This design comes from an exercise in tuning for small area and a short achievable clock period on the open sky130 flow, not from production work.
No run shown here included a check of the RTL's function; only the layout flow was run.
Power and IR drop assume default switching activity.

**flow/run.sh**
```bash
#!/bin/bash
# synth_recipe.tcl (not shown) runs the flow's synth.tcl, then flattens the netlist and writes it again
# the make line also repeats each setting of config.mk as NAME=value (left out here)
make -C /OpenROAD-flow-scripts/flow DESIGN_CONFIG=/design/flow/config.mk WORK_HOME=/design/flow/orfs CLKGATE_MAP_FILE= SYNTH_SCRIPT=/design/flow/synth_recipe.tcl finish
```
**flow/design.v**
```verilog
module c_dff
  (clk, reset, active, d, q);
   parameter width = 32;
   parameter offset = 0;
   parameter reset_type = 0;
   parameter [offset:(offset+width)-1] reset_value = {width{1'b0}};
   input clk;
   wire  clk;
   input reset;
   wire  reset;
   input active;
   wire  active;   
   input [offset:(offset+width)-1] d;
   output [offset:(offset+width)-1] q;
   reg [offset:(offset+width)-1] q;
  generate
      case(reset_type)
	0:
	  always @(posedge clk, posedge reset)
	    if(reset)
	      q <= reset_value;
	    else if(active)
	      q <= d;
	1:
	  always @(posedge clk)
	    if(reset)
	      q <= reset_value;
	    else if(active)
	      q <= d;
      endcase 
  endgenerate
endmodule
module STDPmodel_4PWL
(reset, clk, A_pre, A_post, start_replay_phase, W_previous, W_new);
	input reset;
	input clk;
	input A_pre;
	input A_post;
	input start_replay_phase;
	input  [31:0] W_previous;
	output [31:0] W_new;
	reg    [31:0] W_new;
	localparam [31:0] W_MAX = 32'h0020_0000;
	reg [2:0] Count_pre, Count_post;
	always @(posedge clk)
	  if (reset)              Count_pre <= 3'd0;
	  else if (A_pre)         Count_pre <= 3'd6;
	  else if (Count_pre!=0)  Count_pre <= Count_pre - 3'd1;
	always @(posedge clk)
	  if (reset)              Count_post <= 3'd0;
	  else if (A_post)        Count_post <= 3'd6;
	  else if (Count_post!=0) Count_post <= Count_post - 3'd1;
	wire nz     = (Count_pre != 3'd0) && (Count_post != 3'd0);
	wire AdaptW = nz && !reset;
	wire [2:0] Delta_Count = Count_post - Count_pre;
	wire d2 = Delta_Count[2];
	wire [2:0] abs_dc = d2 ? (3'd0 - Delta_Count) : Delta_Count;
	reg AdaptW_2, AdaptW_3, AdaptW_4;
	reg sign_dt_hold, sign_dt_q2, sign_dt_q3, sign_dt_q4;
	wire sign_dt_s1 = AdaptW ? d2 : (AdaptW_4 ? sign_dt_hold : 1'b0);
	always @(posedge clk)
	  if (reset) begin
	    AdaptW_2 <= 1'b0; AdaptW_3 <= 1'b0; AdaptW_4 <= 1'b0;
	    sign_dt_hold <= 1'b0;
	    sign_dt_q2 <= 1'b0; sign_dt_q3 <= 1'b0; sign_dt_q4 <= 1'b0;
	  end else begin
	    AdaptW_2 <= AdaptW; AdaptW_3 <= AdaptW_2; AdaptW_4 <= AdaptW_3;
	    sign_dt_hold <= sign_dt_s1;
	    sign_dt_q2 <= sign_dt_s1; sign_dt_q3 <= sign_dt_q2; sign_dt_q4 <= sign_dt_q3;
	  end
	reg [31:0] W_previous_q1, W_previous_q2, W_previous_q3;
	reg v1, v2, v3;
	always @(posedge clk)
	  if (nz) begin
	    W_previous_q1 <= W_previous;
	    W_previous_q2 <= W_previous_q1;
	    W_previous_q3 <= W_previous_q2;
	  end
	always @(posedge clk)
	  if (reset) begin
	    v1 <= 1'b0; v2 <= 1'b0; v3 <= 1'b0;
	  end else if (nz) begin
	    v1 <= 1'b1; v2 <= v1; v3 <= v2;
	  end
	reg        sgn2;
	reg [2:0]  a2;
	always @(posedge clk)
	  if (reset || !AdaptW) begin
	    sgn2 <= 1'b0; a2 <= 3'd0;
	  end else begin
	    sgn2 <= d2; a2 <= abs_dc;
	  end
	reg [10:0] c2;
	always @* begin
	  case ({sgn2, a2})
	    4'b1_001: c2 = 11'd607;
	    4'b1_010: c2 = 11'd574;
	    4'b1_011: c2 = 11'd541;
	    4'b1_100: c2 = 11'd508;
	    4'b0_001: c2 = 11'd1822;
	    4'b0_010: c2 = 11'd1724;
	    4'b0_011: c2 = 11'd1626;
	    default:  c2 = 11'd0;
	  endcase
	end
	wire [31:0] W_s = sgn2 ? W_previous_q1 : (W_MAX - W_previous_q1);
	reg  [27:0] prod;
	integer j;
	always @* begin
	  prod = 28'd0;
	  for (j = 0; j <= 10; j = j + 1)
	    prod = prod + ({28{c2[j]}} & (W_s >> (15 - j)));
	end
	reg [27:0] P3;
	reg        sgn3;
	always @(posedge clk) begin
	  P3   <= prod;
	  sgn3 <= sgn2;
	end
	wire [31:0] base = nz ? (v2 ? W_previous_q2 : 32'd0)
	                      : (v3 ? W_previous_q3 : 32'd0);
	wire [31:0] dW   = sgn3 ? (32'd0 - {4'd0, P3}) : {4'd0, P3};
	reg  [31:0] WB4;
	always @(posedge clk)
	  WB4 <= base + dW;
	wire [31:0] W_B = AdaptW_4 ? WB4 : W_previous;
	always @(posedge clk)
	  if (start_replay_phase && (AdaptW_4 || AdaptW) && W_B[31])
	    W_new <= sign_dt_q4 ? 32'd0 : W_MAX;
	  else if (start_replay_phase && (AdaptW_4 || AdaptW))
	    W_new <= W_B;
	  else
	    W_new <= W_previous;
endmodule
```
**flow/constraint.sdc**
```tcl
create_clock -name core_clock -period 7.5 [get_ports {clk}]
set_input_delay 1.5000 -clock core_clock [delete_from_list [all_inputs] [get_ports {clk}]]
set_output_delay 1.5000 -clock core_clock [all_outputs]
set_load 0.01 [all_outputs]
```
**flow/config.mk**
```make
export PLATFORM = sky130hd
export DESIGN_NAME = STDPmodel_4PWL
export DESIGN_NICKNAME = STDPmodel_4PWL
export VERILOG_FILES = /design/flow/design.v
export SDC_FILE = /design/flow/constraint.sdc
export NUM_CORES = 4
export LEC_CHECK = 0
export CAP_MARGIN = 20
export CORE_MARGIN = 2
export CORE_UTILIZATION = 40
export SLEW_MARGIN = 20
```
==> results of run 1 <==
-- logic make-up after synthesis --
kind of cell	share of synthesized area, %
XOR/XNOR	6.427
buffers and inverters	5.753
AND/OR/NAND/NOR	15.04
flip-flops	31.04
adder cells (fa/ha/maj)	29.79
AO/OA/AOI/OAI	11.63
multiplexers	0.3108
-- routing by layer --
layer	GRT usage (%)	up-vias
li1	-	5778
met1	26.08	5997
met2	34.18	227
met3	2.107	54
met4	3.744	0
met5	0	-
-- power by group through the flow --
| stage | sequential (uW) | combinational [uW] | clock [uW] |
|---|---|---|---|
| floorplan | 1580 | 1530 | 0 |
| global placement | 1610 | 2150 | 0 |
| detailed placement | 1610 | 2180 | 0 |
| CTS | 1590 | 2190 | 1030 |
| global route | 1610 | 2460 | 1070 |
| finish | 1590 | 2160 | 1010 |
-- sequential cells by signal, summed over array words and instances, names as in the netlist, 3 cells and up --
register / flops
W_new: 32
W_previous_q2: 32
P3: 28
W_previous_q3: 32
WB4: 32
W_previous_q1: 32
a2: 3
Count_post: 3
Count_pre: 3
-- stage by stage --
stage | util [%] | area [sq um]
after floorplan | - | 16510
after global routing | 46.14 | 18800
after detailed placement | 44.49 | 18120
final | 46.14 | 18800
after CTS | 46.06 | 18770
after global placement | 44.49 | 18120
-- final timing paths --
kind,from,endpoint,slack (ns)
worst max register to register,W_previous_q1[1],P3[26],0.33
worst max-delay path,W_previous_q1[1],P3[26],0.33
worst min register to register,sign_dt_q4,W_new[21],0.42
worst min-delay path,sign_dt_q4,W_new[21],0.42
-- area by class of cell --
| type | instances | area, sq um | area share (%) |
|---|---|---|---|
| Multi-Input combinational cell | 1222 | 10470 | 55.69 |
| Sequential cell | 208 | 5125 | 27.27 |
| Timing Repair Buffer | 133 | 1181 | 6.284 |
| Inverter | 191 | 716.9 | 3.814 |
| Tap cell | 532 | 665.6 | 3.541 |
| Clock buffer | 31 | 583.1 | 3.102 |
| Clock inverter | 5 | 57.56 | 0.3062 |
-- layout by cell type (no fill, tap or decap), drive strengths merged, types with 25 or more instances in the layout --
cell type,n
dfxtp,112
a21o,25
nor2,109
a22o,31
inv,192
fa,190
clkdlybuf4s50,68
xnor2,76
a21oi,106
nand2,240
xor2,40
ha,89
clkbuf,31
buf,65
o21ai,36
nor2b,40
edfxtp,96
-- timing repair --
action,4_1_cts,5_1_grt
resized for setup,0,4
endpoints found under the setup margin,0,12
setup buffers,0,1
==> metrics list, run 1 <==
- Family with the most delay on the worst path: adder cells
- The first global-routing pass estimated 67310 um of wire.
- Worst hold path cell count: 1
- Final RePlAce weighted congestion: 0.9240
- After synthesis the cells add up to approximately 17000 sq um.
- Number of maximum-capacitance violations: 0
- Entering global routing, the biggest net connects 72 pins.
* Clock Tree Buf Depth: 3
- For this block, wires on met1 add up to around 18000 um.
* Total power: between 4000 and 5000 uW
- The final critical path takes up between 90% and 100% of the cycle.
- Setup violations remaining at the end of the flow were counted as 0.
* HPWL after detailed placement: around 33000 um
- Shortest period the worst path allows: slightly above 7 ns
- Uppermost layer routed: met4
- Number of buffers inserted for hold repair after clock tree synthesis: 0
- Count of pins over their slew limit: 0
- Hold is met by 0.4168 ns.
- Standard cell with the maximum stage delay on the critical path: or4_4
- The synthesized design contains 96 enable-type register cells.
- Share of total power in combinational logic: 45.4%
- Clock transition time at the flip-flop clock pins of the worst setup and hold paths: approximately 0.060 ns
- Least setup slack across all paths after layout: between 0.3 and 0.4 ns
- Averaged over all synthesized cells, the footprint is just under 10 sq um.
- For this design the ratio of total power to cell area is 252.7 nW/um^2.
- Final hold vios: 0
- The worst hold path belongs to the class reg -> reg.
- The worst setup path is captured at a flip-flop.
- Port buffer count: 68
* Instance count after placement with tap cells included: 2285
- Number of nets still failing antenna checks after routing: 0
- Of all flip-flops after synthesis, the portion carrying an async set or reset was 0%.
- The die is 207.2 um wide.
- Critical setup path kind: reg -> reg
* Dominant cell type by count on the critical path: fa_1
* Routed len/inst: approximately 18 um
- Wire segments on met3 add up to around 1400 um in the final route.
- STA classifies the critical path startpoint as a flip-flop.
- Pin placement for this block handled between 60 and 70 I/O pins.
* Total track usage: roughly a fifth
- Sequential cells were found to cover slightly above 30% of the synthesized design area.
- Clock Latency Late Sink: ~0.52 ns
- Via count of the first global-routing pass: around 13000
* Max-Slew Margin vs Limit: 35.79%
* Std-Cell Core Area: 40740 sq um
- Wire segments on met2 add up to approximately 20000 um in the final route.
* Data arrival at the endpoint of the critical path: approximately 7.6 ns
- The initialized floorplan defines 74 standard-cell rows.
* Sw frac: between 30 and 40%
* DRT Wirelength: 40820 um
- Worst Reg-to-Reg Cells: 24
- Synthesis produced a netlist whose cell count is between 1500 and 2000.
- After the last flow step, the layout net total stands at 2092.
- Summed over its instances, the top area cell type makes up 23.04% of the synthesized netlist area.
* CTS tree: yes
- Counting the fill cells in the layout gives roughly 3900.
* Synth warnings: 1
- Leak pwr: 0.008179 uW
- In this design, the stage delay of the slowest critical-path cell is 0.58 ns.
* Effective utilization at floorplan: about two fifths
* Largest cells by area after synthesis: fa_1 23%, edfxtp_1 17%, dfxtp_1 14%
- Crit path buffers/inverters: 4
* Synthesized flop and latch total: ~210
- Non-Filler Instances: 2322
* Via density per instance: around 5.2
- Internal power contribution: 2895 uW
- Critical Path RT: 7.90 ns
* Critical Path Stages: 24
* Proportion of power drawn by the clock network: 21.2%
- Among all flip-flop cells after synthesis, the most frequent one is dfxtp_1.
- After the first detailed-routing iteration, the DRC count stood at approximately 730.
- The synthesized netlist contains 66 unique library cells.
* Diode insertion count for antenna repair: 0
* Largest area contributor in the synthesized netlist: fa_1
- The critical path goes through or4_4 -> nor4_4 -> buf_4 -> a31oi_4 -> nor2_4 -> a21oi_1 -> xnor2_2 -> or2_2 -> fa_1 -> inv_1 -> fa_1 -> fa_1 -> fa_1 -> inv_1 -> fa_1 -> inv_1 -> ha_1 -> a21oi_1 -> nor2_1 -> or4_1 -> a41o_1 -> a41oi_1 -> o21bai_1 -> xor2_1.
* Post-place setup slack: roughly 0.024 ns
- The run finished with no timing, DRC or antenna violations.
* RSZ-0062 raised after global routing: yes
* Commonest cells in the netlist: 240 x nand2_1, 191 x inv_1, 190 x fa_1, 112 x dfxtp_1, 108 x nor2_1
- For this run, the top clock speed supported by timing is approximately 0.14 GHz.
- Setup TNS: 0 ns
* Final worst clock skew: 0.02640 ns
- Inserted Clock Buffers: 20
- Sequential share of power: 33.4%
- The first detailed-routing pass ran for 5 iterations.
- After detailed routing, the number of remaining DRC violations is 0.
- Along the worst path, the maximum fanout reaches 10.
* Library cell used as clock root buffer: clkbuf_16
- VDD IR-drop max: 0.1727 mV
- Number of clock sinks: 208
* Area growth syn-to-layout: 13.85%
* Area of the die: around 43000 sq um
- Overflow left after global routing: 0
- Cell with the most instances after synthesis: nand2_1
- Reported net switching power: about 1900 uW
* Via Count: between 10000 and 15000
- For the pin with the worst max-slew slack, the measured transition is between 0.9 and 1 ns.
* Antenna violations before repair: 0
- Post-Synthesis Net Count: 1999
* Overall die height: 207.2 um
- Cells with a size suffix above 1 make up roughly 7.1% of the layout.
* Max H-tree Level: 1
==> inputs of run 2 (changes only) <==
--- a/flow/design.v
+++ b/flow/design.v
@@ -91,25 +91,149 @@
 	    sgn2 <= d2; a2 <= abs_dc;
 	  end
-	reg [10:0] c2;
-	always @* begin
-	  case ({sgn2, a2})
-	    4'b1_001: c2 = 11'd607;
-	    4'b1_010: c2 = 11'd574;
-	    4'b1_011: c2 = 11'd541;
-	    4'b1_100: c2 = 11'd508;
-	    4'b0_001: c2 = 11'd1822;
-	    4'b0_010: c2 = 11'd1724;
-	    4'b0_011: c2 = 11'd1626;
-	    default:  c2 = 11'd0;
-	  endcase
-	end
-	wire [31:0] W_s = sgn2 ? W_previous_q1 : (W_MAX - W_previous_q1);
-	reg  [27:0] prod;
-	integer j;
-	always @* begin
-	  prod = 28'd0;
-	  for (j = 0; j <= 10; j = j + 1)
-	    prod = prod + ({28{c2[j]}} & (W_s >> (15 - j)));
-	end
+	wire [3:0] code = {sgn2, a2};
+	wire [31:0] ws = sgn2 ? W_previous_q1 : (W_MAX - W_previous_q1);
+	wire [16:0] yh = ws[31:15];
+	reg [2:0] bc0;
+	always @* begin
+	  case (code)
+	    4'b0001: bc0 = 3'd6;
+	    4'b0010: bc0 = 3'd0;
+	    4'b0011: bc0 = 3'd6;
+	    4'b1001: bc0 = 3'd5;
+	    4'b1010: bc0 = 3'd6;
+	    4'b1011: bc0 = 3'd1;
+	    4'b1100: bc0 = 3'd0;
+	    default: bc0 = 3'd0;
+	  endcase
+	end
+	wire [17:0] bm0 = ({18{bc0[0]}} & {1'b0, yh}) | ({18{bc0[1]}} & {yh, 1'b0});
+	wire [17:0] bx0 = bm0 ^ {18{bc0[2]}};
+	wire [27:0] row0 = {{28{1'b0}}, ~bc0[2], bx0} << 0;
+	wire [27:0] rown0 = {{27{1'b0}}, bc0[2]} << 0;
+	reg [2:0] bc1;
+	always @* begin
+	  case (code)
+	    4'b0001: bc1 = 3'd0;
+	    4'b0010: bc1 = 3'd5;
+	    4'b0011: bc1 = 3'd5;
+	    4'b1001: bc1 = 3'd0;
+	    4'b1010: bc1 = 3'd0;
+	    4'b1011: bc1 = 3'd5;
+	    4'b1100: bc1 = 3'd5;
+	    default: bc1 = 3'd0;
+	  endcase
+	end
+	wire [17:0] bm1 = ({18{bc1[0]}} & {1'b0, yh}) | ({18{bc1[1]}} & {yh, 1'b0});
+	wire [17:0] bx1 = bm1 ^ {18{bc1[2]}};
+	wire [27:0] row1 = {{28{1'b0}}, ~bc1[2], bx1} << 2;
+	wire [27:0] rown1 = {{27{1'b0}}, bc1[2]} << 2;
+	reg [2:0] bc2;
+	always @* begin
+	  case (code)
+	    4'b0001: bc2 = 3'd2;
+	    4'b0010: bc2 = 3'd0;
+	    4'b0011: bc2 = 3'd2;
+	    4'b1001: bc2 = 3'd2;
+	    4'b1010: bc2 = 3'd0;
+	    4'b1011: bc2 = 3'd2;
+	    4'b1100: bc2 = 3'd0;
+	    default: bc2 = 3'd0;
+	  endcase
+	end
+	wire [17:0] bm2 = ({18{bc2[0]}} & {1'b0, yh}) | ({18{bc2[1]}} & {yh, 1'b0});
+	wire [27:0] row2 = {{28{1'b0}}, bm2} << 4;
+	reg [2:0] bc3;
+	always @* begin
+	  case (code)
+	    4'b0001: bc3 = 3'd0;
+	    4'b0010: bc3 = 3'd5;
+	    4'b0011: bc3 = 3'd1;
+	    4'b1001: bc3 = 3'd1;
+	    4'b1010: bc3 = 3'd1;
+	    4'b1011: bc3 = 3'd0;
+	    4'b1100: bc3 = 3'd0;
+	    default: bc3 = 3'd0;
+	  endcase
+	end
+	wire [17:0] bm3 = ({18{bc3[0]}} & {1'b0, yh}) | ({18{bc3[1]}} & {yh, 1'b0});
+	wire [17:0] bx3 = bm3 ^ {18{bc3[2]}};
+	wire [27:0] row3 = {{28{1'b0}}, ~bc3[2], bx3} << 6;
+	wire [27:0] rown3 = {{27{1'b0}}, bc3[2]} << 6;
+	reg [2:0] bc4;
+	always @* begin
+	  case (code)
+	    4'b0001: bc4 = 3'd5;
+	    4'b0010: bc4 = 3'd5;
+	    4'b0011: bc4 = 3'd6;
+	    4'b1001: bc4 = 3'd2;
+	    4'b1010: bc4 = 3'd2;
+	    4'b1011: bc4 = 3'd2;
+	    4'b1100: bc4 = 3'd2;
+	    default: bc4 = 3'd0;
+	  endcase
+	end
+	wire [17:0] bm4 = ({18{bc4[0]}} & {1'b0, yh}) | ({18{bc4[1]}} & {yh, 1'b0});
+	wire [17:0] bx4 = bm4 ^ {18{bc4[2]}};
+	wire [27:0] row4 = {{28{1'b0}}, ~bc4[2], bx4} << 8;
+	wire [27:0] rown4 = {{27{1'b0}}, bc4[2]} << 8;
+	reg [2:0] bc5;
+	always @* begin
+	  case (code)
+	    4'b0001: bc5 = 3'd2;
+	    4'b0010: bc5 = 3'd2;
+	    4'b0011: bc5 = 3'd2;
+	    4'b1001: bc5 = 3'd0;
+	    4'b1010: bc5 = 3'd0;
+	    4'b1011: bc5 = 3'd0;
+	    4'b1100: bc5 = 3'd0;
+	    default: bc5 = 3'd0;
+	  endcase
+	end
+	wire [17:0] bm5 = ({18{bc5[0]}} & {1'b0, yh}) | ({18{bc5[1]}} & {yh, 1'b0});
+	wire [27:0] row5 = {{28{1'b0}}, bm5} << 10;
+	reg [10:0] cl;
+	always @* begin
+	  case (code)
+	    4'b0001: cl = 11'd1822;
+	    4'b0010: cl = 11'd1724;
+	    4'b0011: cl = 11'd1626;
+	    4'b1001: cl = 11'd607;
+	    4'b1010: cl = 11'd574;
+	    4'b1011: cl = 11'd541;
+	    4'b1100: cl = 11'd508;
+	    default: cl = 11'd0;
+	  endcase
+	end
+	wire [0:0] lw1 = ws[14:14] & {1{cl[1]}};
+	wire [1:0] lw2 = ws[14:13] & {2{cl[2]}};
+	wire [2:0] lw3 = ws[14:12] & {3{cl[3]}};
+	wire [3:0] lw4 = ws[14:11] & {4{cl[4]}};
+	wire [4:0] lw5 = ws[14:10] & {5{cl[5]}};
+	wire [5:0] lw6 = ws[14:9] & {6{cl[6]}};
+	wire [6:0] lw7 = ws[14:8] & {7{cl[7]}};
+	wire [7:0] lw8 = ws[14:7] & {8{cl[8]}};
+	wire [8:0] lw9 = ws[14:6] & {9{cl[9]}};
+	wire [9:0] lw10 = ws[14:5] & {10{cl[10]}};
+	wire [27:0] prod = row0
+	    + rown0
+	    + row1
+	    + rown1
+	    + row2
+	    + row3
+	    + rown3
+	    + row4
+	    + rown4
+	    + row5
+	    + {{27{1'b0}}, lw1}
+	    + {{26{1'b0}}, lw2}
+	    + {{25{1'b0}}, lw3}
+	    + {{24{1'b0}}, lw4}
+	    + {{23{1'b0}}, lw5}
+	    + {{22{1'b0}}, lw6}
+	    + {{21{1'b0}}, lw7}
+	    + {{20{1'b0}}, lw8}
+	    + {{19{1'b0}}, lw9}
+	    + {{18{1'b0}}, lw10}
+	    + 28'd183238656;
 	reg [27:0] P3;
 	reg        sgn3;
--- a/flow/config.mk
+++ b/flow/config.mk
@@ -6,6 +6,8 @@
 export NUM_CORES = 4
 export LEC_CHECK = 0
+export ABC_CLOCK_PERIOD_IN_PS = 5000
 export CAP_MARGIN = 20
 export CORE_MARGIN = 2
 export CORE_UTILIZATION = 40
+export SETUP_SLACK_MARGIN = 2.0
 export SLEW_MARGIN = 20
==> metrics list, run 2 <==
- The largest total area in the synthesized netlist belongs to edfxtp_1.
* Final RePlAce weighted congestion: 0.9346 (+1.1%)
- The initial cell density of the core was 40.40% (-0.12 points).
- Overflow left after global routing: 0 (unchanged)
- Number of nets still failing antenna checks after routing: 0 (unchanged)
- The total negative slack was 0 ns (unchanged).
- In this run the most critical hold path is launched from sign_dt_q4.
- Dominant cell type by count on the critical path: fa_2
- The synthesized area divided by synthesized cell count came to 9.262 sq um (-5.6%).
- The initial DRC count is 920 (+26%).
* Area share of fa/ha/maj cells after synthesis: 23.74% (-6.1 points)
* Area share of the largest cell type after synthesis: 18.00% (-5.0 points)
- The clock latency at the later pin of the worst-skew pair was 0.54 ns (+0.02 ns).
* Area growth syn-to-layout: 23.87%
- Number of buffers inserted for hold repair after clock tree synthesis: 0 (unchanged)
- Number of design rule violations left after detail routing: 0 (unchanged)
* Count of standard-cell rows: 73 (-1.4%)
- Final number of setup-violating endpoints: 0 (unchanged)
- Highest net fanout along the worst path: 5 (-5)
- The floorplan die area is 41650 sq um (-2.9%).
- Element type at the critical path start: flip-flop
* F_max: 0.1468 GHz (+5.2%)
* Overall die width: 204.1 um (-1.5%)
- The initial antenna violation count came to 0 (unchanged).
- Leaving out fill and tap cells, the most frequent cell in the layout is nand2_1.
- The share of cell area taken by muxes after synthesis came to 1.109% (+0.80 points).
* Register Area: 5125 sq um (unchanged)
- The vertical die dimension came to 204.1 um (-1.5%).
- The number of flops mapped to enable cells by yosys was 96 (unchanged).
- The number of buffers on the longest clock path was 3 (unchanged).
* Power density over the cells: 282.7 nW/um^2 (+12%)
- The flip-flop and latch count after synthesis came to 208 (unchanged).
- Pin count of the biggest net entering global routing: 69 (-4.2%)
- Total track usage: 22.10% (+2.6 points)
- The slowest stage of the critical path is the fa_2 cell.
- The number of hold violations in the final report was 0 (unchanged).
- Hold Path Class: reg -> reg
- Fillers: 3654 (-6.6%)
- Shortest period the worst path allows: 6.811 ns (-0.3543 ns)
* Startpoint of the worst setup timing path: W_previous_q1[2]
- The data arrival at the endpoint of the critical path came to 7.29 ns (-0.27 ns).
- Port buffer count: 68 (unchanged)
* VDD IR-drop max: 0.1511 mV (-13%)
* Critical Path RT: 7.97 ns (+0.07 ns)
- Top flip-flop cell by instance count after synthesis: dfxtp_1
- Ratio of final minimum period to clock period: 90.82% (-4.7 points)
- The number of instances in the synthesized netlist came to 1729 (+2.7%).
- Cell-by-cell listing of the critical path: or4_4 -> nor4_4 -> buf_6 -> nand4_1 -> nor3_4 -> nor2_4 -> xnor2_4 -> a22oi_1 -> nor2_1 -> fa_2 -> inv_2 -> fa_2 -> fa_1 -> inv_2 -> fa_2 -> ha_4 -> ha_4 -> a21o_1 -> or3_4 -> o211a_1 -> o21a_1 -> o21a_1 -> or4_4 -> nand3_2
- Post-Synthesis Net Count: 2003 (+0.20%)
- The startpoint identified for the worst register-to-register timing path is W_previous_q1[2].
* Run status: timing/DRC/antenna clean
* Inserted Clock Buffers: 24 (+20%)
- Total area of multi-input combinational cells: 10950 sq um (+4.6%)
- Number of clock sinks: 208 (unchanged)
* Fraction of final layout cells with drive strength greater than 1: 17.25% (+10 points)
- The worst clock skew is 0.01362 ns (-0.01278 ns).
- Slowest cell delay on critical path: 0.59 ns (about the same)
- The combined area of all synthesized cells came to 16010 sq um (-3.0%).
* Count of pins over their slew limit: 0 (unchanged)
* Library cell used as clock root buffer: clkbuf_16
* Post-synth ARST share: 0% (unchanged)
- The number of top-level pins was 69 (unchanged).
- Via Count: 13070 (+8.4%)
- HPWL after detailed placement: 34340 um (+4.1%)
* Largest cells by area after synthesis: edfxtp_1 18%, dfxtp_1 14%, fa_1 14%
- Non-Filler Instances: 2409 (+3.7%)
- The slew at the pin closest to its max-slew limit is 0.9188 ns (-0.04440 ns).
* Number of maximum-capacitance violations: 0 (unchanged)
- The sequential fraction of the synthesis area was 32.00% (+0.96 points).
- The post-synthesis compound-gate area fraction is 15.43% (+3.8 points).
* Routed len/inst: 18.91 um (+7.6%)
* Wire length of the first global-routing pass: 72460 um (+7.7%)
- Leak pwr: 0.008247 uW (+0.83%)
- Simple-Gate Fraction of Synth Area: 14.67% (-0.38 points)
* Instance count after placement with tap cells included: 2300 (+0.66%)
- The number of nets at the end of the flow came to 2140 (+2.3%).
* Clock transition time at the flip-flop clock pins of the worst setup and hold paths: 0.06 ns (about the same)
- Std-Cell Core Area: 39640 sq um (-2.7%)
- Number of unique standard cell types used by synthesis: 74 (+12%)
- Max H-tree Level: 1 (unchanged)
* Diode insertion count for antenna repair: 0 (unchanged)
- Commonest cells in the netlist: 174 x inv_1, 174 x nand2_1, 152 x nor2_1, 127 x ha_1, 118 x a21oi_1
- CTS tree: yes
- Type of element capturing the critical path: flip-flop
* Xor and xnor fraction of the mapped netlist area: 7.219% (+0.79 points)
- RSZ-0062 raised after global routing: yes
- DRT Wirelength: 45550 um (+12%)
- Critical setup path kind: reg -> reg
- Via count of the first global-routing pass: 12950 (+2.3%)
- Dominant combinational cell family by area after synthesis: adder cells
- Drt pass-1 iters: 6 (+1)
- In the layout the commonest cells are 170 x nand2_1, 164 x inv_1, 136 x nor2_1.
- The relative slew slack is 38.66% (+2.9 points).
- Via density per instance: 5.427 (+4.5%)
* Synth warnings: 1 (unchanged)
run 2: changes by cell type after synthesis, sizes merged, moves of 13 or more:
cell   delta
ha       +38
nand2    -64
xnor2    +23
inv      -17
o21ai    +35
fa       -80
a31oi    +13
nor2b    -25
nor3     +18
nor2     +43
a22oi    +17
run 2: timing repair:
| item | CTS | global route |
|---|---|---|
| pin swaps | 59 | 60 |
| endpoints found under the setup margin | 26 | 26 |
| setup buffers | 39 | 24 |
| cloned | 1 | 0 |
| resized for setup | 88 | 66 |
run 2: per-layer routing:
layer	global-route usage, %	share of wire (%)	vias to the layer above
met5	0	0	-
met4	5.642	2.1	0
met3	4.321	6.4	58
met2	34.48	45	371
met1	31.40	46	6418
li1	-	-	6226
run 2: worst paths after layout:
kind	cells past startpoint	endpoint	slack, ns
hold / removal	1	W_new[21]	0.40
setup reg to reg	24	P3[13]	0.69
hold reg to reg	1	W_new[21]	0.40
setup / recovery	24	P3[13]	0.69
run 2: area by class of cell:
type	count	share of cell area [%]
inverters	175	3.311
repair buffers	185	8.118
multi-input cells	1272	55.18
clock buffers	36	3.614
flip-flops and latches	208	25.84
well taps	525	3.311
clock inverters	8	0.6308
run 2: power by group:
part	leakage [uW]	internal (uW)	switching [uW]
clock network	0.000412	765	486
logic	0.00599	1200	1490
registers	0.00185	1460	213
total	0.00825	3420	2190
run 2: kinds of logic (layout without fill, tap and decap cells):
kind of cell,count (synthesis),after routing
flip-flops,208,208
buffers and inverters,249,404
XOR/XNOR,132,132
adder cells (fa/ha/maj),238,238
AND/OR/NAND/NOR,505,505
multiplexers,17,17
AO/OA/AOI/OAI,380,380
run 2: metrics by stage:
stage / hold WS [ns] / setup slack (ns) / instance area (sq um) / utilization (%) / power (uW)
final: 0.4039 / 0.6886 / 19840 / 50.04 / 5608
after global routing: 0.4285 / 0.4348 / 19840 / 50.04 / 6025
after CTS: 0.4089 / 0.7636 / 19330 / 48.76 / 5441
after detailed placement: 0.3981 / 0.3336 / 17690 / 44.62 / 3974
after global placement: 0.3951 / 0.3929 / 17690 / 44.62 / 3937
after floorplan: 0.3290 / 0.9227 / 16230 / - / 3290
run 2: critical path, delay by kind of cell (launching register included):
family                   cells  cell delay [ns]
XOR/XNOR                     1             0.18
AND/OR/NAND/NOR              9             2.46
flip-flops                   1             0.40
adder cells (fa/ha/maj)      6             2.42
AO/OA/AOI/OAI                5             0.97
buffers and inverters        3             0.30

afterwards: timing with drivers on the ports:
Ports are ideal in the flow. The routed layouts listed here were re-timed in OpenROAD. Step 1 (the two cells are an assumption about what drives the block):
set clk [get_ports {clk}]
set_driving_cell -lib_cell sky130_fd_sc_hd__clkbuf_16 $clk
set_driving_cell -lib_cell sky130_fd_sc_hd__buf_2 [delete_from_list [all_inputs] $clk]
Step 2 adds t to the input delays and takes it off the output delays; t is the mean of the earliest and latest rising clock arrival at the registers after step 1. Input paths then give back, and output paths get back, about the clock's delay inside the block. a / b / c = no drivers / after step 1 / after step 2; a / b = the first two.
run	t, ns	setup slack, ns	hold WS [ns]	worst setup path at the end	cell pins on the clock port's net
run 1	0.548	0.334 / 0.334 / 0.334	0.417 / 0.417 / 0.417	register to register	1
run 2	0.585	0.689 / 0.689 / 0.689	0.404 / 0.404 / 0.404	register to register	1
After both steps setup and hold are still met in every run listed.
